From an optimization exercise on the open Yosys and OpenROAD flow, aimed at small area, a short achievable clock period and few clock cycles; shortcuts taken in it are not production practice.
RTL that was checked went through simulation tests only; none was proved equivalent to the original.
Power and IR drop assume default switching activity.

==> flow/design.v (excerpt) <==
module CVP14(output [15:0] Addr, output RD, output WR, output V, output [15:0] dataOut,
             input Reset, input Clk1, input [15:0] DataIn);
export LEC_CHECK = 0
export ABC_AREA = 1
export CAP_MARGIN = 50
export CORE_MARGIN = 2
export CORE_UTILIZATION = 60
export CTS_CLUSTER_DIAMETER = 120
export CTS_CLUSTER_SIZE = 24
export PLACE_DENSITY = 0.75
export SLEW_MARGIN = 50
create_clock -name core_clock -period 20.0 [get_ports {Clk1}]
standard.sh (not shown) runs the stock make flow with config.mk's settings and CLKGATE_MAP_FILE= SYNTH_SCRIPT=/design/flow/synth_recipe.tcl, a recipe that flattens the netlist after the stock synthesis.
==> flow/flow/run.sh <==
#!/bin/bash
# Layout flow: the standard flow (standard.sh, all steps), except that
# - the buffers buffer_ports puts on every input and output port are
#   sky130_fd_sc_hd__buf_4 cells instead of the resizer's default choice;
# - after the resizer step of placement, outflops.tcl moves the buffer of
#   each output port that a flip-flop drives next to that flip-flop
#   (detailed placement then legalizes both), so the buffer, not the
#   flip-flop, drives the long wire to the edge of the die.
# - repair_timing (after placement, CTS and global routing) works to a setup
#   slack margin of 15 ns: at the design's 20 ns clock every path has far
#   more slack than that needs, so without the margin repair_timing leaves
#   the paths that set the period achieved as they are.
# - CTS puts buffers on the clock tree's wires every 150 um (CTS_BUF_DISTANCE).
# The make output goes to standard.log; ORFS keeps each step's log under orfs/logs.
set -e
export BUFFER_PORTS_ARGS="-buffer_cell sky130_fd_sc_hd__buf_4"
export POST_RESIZE_TCL="$PWD/flow/outflops.tcl"
export SETUP_SLACK_MARGIN=15
export CTS_BUF_DISTANCE=150
bash standard.sh > standard.log 2>&1
Other scripts of this flow, unchanged in this note and not shown: flow/flow/outflops.tcl
The first run passed the timing, design-rule and antenna checks.
Then changed:
Settings changed: CORE_UTILIZATION 60 to 50.
After rerunning: The new run passed the timing, design-rule and antenna checks; synthesized cell count does not change; area after synthesis is unchanged; flip-flop and latch count stays the same.
No functional check of the RTL was part of any run of this note.


run A:
CVP14, a different RTL version from the one above (not shown whole).
For scale: about 53 I/O pins.
Design CVP14, start of the top module:
module CVP14(output [15:0] Addr, output RD, output WR, output V, output [15:0] dataOut,
             input Reset, input Clk1, input [15:0] DataIn);
Settings: LEC_CHECK=0, ABC_AREA=1, CAP_MARGIN=50, CORE_MARGIN=2, CORE_UTILIZATION=45, CTS_CLUSTER_DIAMETER=120, CTS_CLUSTER_SIZE=24, SLEW_MARGIN=50; clock period 20.0 ns.
==> flow/flow/outflops.tcl <==
# Move the buffer of every output port that a flip-flop drives (and
# nothing else) onto that flip-flop's location; detailed placement
# legalizes them.
set block [ord::get_db_block]
set moved 0
foreach bterm [$block getBTerms] {
  if { [$bterm getIoType] != "OUTPUT" } { continue }
  set net [$bterm getNet]
  set drv {}
  foreach it [$net getITerms] { if { [$it isOutputSignal] } { lappend drv $it } }
  if { [llength $drv] != 1 } { puts "outflops: [$bterm getName] has no single driver"; continue }
  set buf [[lindex $drv 0] getInst]
  set bin {}
  foreach it [$buf getITerms] { if { [$it isInputSignal] } { lappend bin $it } }
  if { [llength $bin] != 1 } { puts "outflops: [$buf getName] is not a buffer"; continue }
  set inet [[lindex $bin 0] getNet]
  if { [llength [$inet getITerms]] != 2 || [llength [$inet getBTerms]] != 0 } {
    puts "outflops: [$bterm getName]: the buffer's input net has other loads"; continue
  }
  set ff {}
  foreach it [$inet getITerms] { if { [$it isOutputSignal] } { set ff [$it getInst] } }
  if { $ff == {} } { continue }
  set m [[$ff getMaster] getName]
  if { ![string match "*dfxtp*" $m] } { puts "outflops: [$ff getName] is $m, skipped"; continue }
  set loc [$ff getLocation]
  $buf setLocation [lindex $loc 0] [lindex $loc 1]
  incr moved
}
puts "outflops: moved $moved output buffers next to their flip-flops"
Scripts as last shown in full above: flow/flow/run.sh
Testbench counts of run A, summed over its fixed seeds: cycles 77,450.
### run A -> run B
diff --git a/flow/flow/run.sh b/flow/flow/run.sh
--- a/flow/flow/run.sh
+++ b/flow/flow/run.sh
@@ -9,5 +8,0 @@
-# - repair_timing (after placement, CTS and global routing) works to a setup
-#   slack margin of 15 ns: at the design's 20 ns clock every path has far
-#   more slack than that needs, so without the margin repair_timing leaves
-#   the paths that set the period achieved as they are.
-# - CTS puts buffers on the clock tree's wires every 150 um (CTS_BUF_DISTANCE).
@@ -18,2 +12,0 @@
-export SETUP_SLACK_MARGIN=15
-export CTS_BUF_DISTANCE=150
diff --git a/flow/config.mk b/flow/config.mk
--- a/flow/config.mk
+++ b/flow/config.mk
@@ -8 +7,0 @@
-export ABC_AREA = 1
@@ -11 +10 @@
-export CORE_UTILIZATION = 45
+export CORE_UTILIZATION = 60
Results
Compared with run A, run B shows total number of nets in the final design that has gone down by more than 10%.
Run comparison: run B first element of the critical path addr_q[7]; run A first element of the critical path dout_q[2]
Summary of run B over run A: post-synthesis share of cell area spent on full adders, half adders and majority gates held steady; area share of buffers outside the clock network held steady.
Input-level comparison between run C and run B:
==> flow/flow/run.sh <==
#!/bin/bash
# Layout flow: the standard flow (standard.sh, all steps), except that the
# buffers buffer_ports puts on every input and output port are
# sky130_fd_sc_hd__buf_4 cells instead of the resizer's default choice.
# The make output goes to standard.log; ORFS keeps each step's log under orfs/logs.
set -e
export BUFFER_PORTS_ARGS="-buffer_cell sky130_fd_sc_hd__buf_4"
bash standard.sh > standard.log 2>&1
diff --git a/flow/config.mk b/flow/config.mk
--- a/flow/config.mk
+++ b/flow/config.mk
@@ -10 +10 @@
-export CORE_UTILIZATION = 60
+export CORE_UTILIZATION = 40
removed: flow/flow/outflops.tcl
Findings:
- On run C: combinational power share is 0.2 points higher than what run B gave.
- Run C closes out successfully: all stages finished, all timing, DRC and antenna checks passed.
- Of run B and run C, the run reporting the lower layout overhead on the synthesized area was run B.
- From run B to run C the numbers moved as follows: first-iteration DRC count shrank by 676; cell internal power dissipation moved up; worst slew slack as a fraction of its limit saw a decrease.
- For run B, the category of the most critical setup path was reg -> out, unlike run C, where it was reg -> reg.
- [run C vs run B] number of stages on the worst setup path: higher in run C
- Run C vs run B: die outline height up
--- input diff run C..run D ---
==> flow/flow/run.sh <==
#!/bin/bash
# Layout flow: the standard flow (standard.sh, all steps), except that
# - the buffers buffer_ports puts on every input and output port are
#   sky130_fd_sc_hd__buf_4 cells instead of the resizer's default choice;
# - after the resizer step of placement, outflops.tcl moves the buffer of
#   each output port that a flip-flop drives next to that flip-flop
#   (detailed placement then legalizes both), so the buffer, not the
#   flip-flop, drives the long wire to the edge of the die.
# - repair_timing (after placement, CTS and global routing) works to a setup
#   slack margin of 15 ns: at the design's 20 ns clock every path has far
#   more slack than that needs, so without the margin repair_timing leaves
#   the paths that set the period achieved as they are.
# The make output goes to standard.log; ORFS keeps each step's log under orfs/logs.
set -e
export BUFFER_PORTS_ARGS="-buffer_cell sky130_fd_sc_hd__buf_4"
export POST_RESIZE_TCL="$PWD/flow/outflops.tcl"
export SETUP_SLACK_MARGIN=15
bash standard.sh > standard.log 2>&1
==> flow/flow/outflops.tcl (new file) <==
# Move the buffer of every output port that a flip-flop drives (and
# nothing else) onto that flip-flop's location; detailed placement
# legalizes them.
set block [ord::get_db_block]
set moved 0
foreach bterm [$block getBTerms] {
  if { [$bterm getIoType] != "OUTPUT" } { continue }
  set net [$bterm getNet]
  set drv {}
  foreach it [$net getITerms] { if { [$it isOutputSignal] } { lappend drv $it } }
  if { [llength $drv] != 1 } { puts "outflops: [$bterm getName] has no single driver"; continue }
  set buf [[lindex $drv 0] getInst]
  set bin {}
  foreach it [$buf getITerms] { if { [$it isInputSignal] } { lappend bin $it } }
  if { [llength $bin] != 1 } { puts "outflops: [$buf getName] is not a buffer"; continue }
  set inet [[lindex $bin 0] getNet]
  if { [llength [$inet getITerms]] != 2 || [llength [$inet getBTerms]] != 0 } {
    puts "outflops: [$bterm getName]: the buffer's input net has other loads"; continue
  }
  set ff {}
  foreach it [$inet getITerms] { if { [$it isOutputSignal] } { set ff [$it getInst] } }
  if { $ff == {} } { continue }
  set m [[$ff getMaster] getName]
  if { ![string match "*dfxtp*" $m] } { puts "outflops: [$ff getName] is $m, skipped"; continue }
  set loc [$ff getLocation]
  $buf setLocation [lindex $loc 0] [lindex $loc 1]
  incr moved
}
puts "outflops: moved $moved output buffers next to their flip-flops"
diff --git a/flow/config.mk b/flow/config.mk
--- a/flow/config.mk
+++ b/flow/config.mk
@@ -7,0 +8 @@
+export ABC_AREA = 1
@@ -10 +11 @@
-export CORE_UTILIZATION = 40
+export CORE_UTILIZATION = 60
Findings:
- Final wirelength (run D over run C): increase, about 3%
- Total power: run D above run C
- Lower number of buffers outside the clock class in the layout goes to run D over run C.
- Higher cell count goes to run D over run C.
- Compared with run C, run D shows a actual transition at the worst max-transition pin that is 0.019 ns higher.
- Compared with run C, in run D via count higher, antenna diode instance count lower.

## static timing again, ports no longer ideal
In the flow no input, the clock included, has a driving cell. The finished layouts below were timed again as built, in two steps.
Step 1 (the two cells are an assumption about what drives the block):
set clk [get_ports {Clk1}]
set_driving_cell -lib_cell sky130_fd_sc_hd__clkbuf_16 $clk
set_driving_cell -lib_cell sky130_fd_sc_hd__buf_2 [delete_from_list [all_inputs] $clk]
Step 2 also shifts input and output timing later by t, the mid clock arrival at the registers, as if the neighbouring blocks saw the same clock.
Slacks: ideal ports / drivers / drivers and shift; pairs: ideal ports / drivers.
| run | t, ns | slack for setup (ns) | slew at the worst register clock pin (ns) | worst data-port slew with drivers (ns) | cell pins on the clock port's net |
|---|---|---|---|---|---|
| the first run of note 1 | 0.865 | 14.720 / 14.634 / 15.376 | 0.12 / 0.12 | 0.04 | 1 |
| the second run of note 1 | 0.859 | 14.756 / 14.665 / 15.288 | 0.12 / 0.12 | 0.07 | 1 |
| run A | 0.870 | 14.739 / 14.651 / 15.204 | 0.11 / 0.11 | 0.04 | 1 |
| run B | 0.930 | 14.663 / 14.577 / 14.753 | 0.12 / 0.12 | 0.20 | 1 |
| run C | 0.933 | 14.519 / 14.519 / 14.519 | 0.12 / 0.12 | 0.20 | 1 |
| run D | 0.918 | 14.651 / 14.563 / 15.071 | 0.11 / 0.11 | 0.09 | 1 |
After both steps every run listed still meets setup and hold.
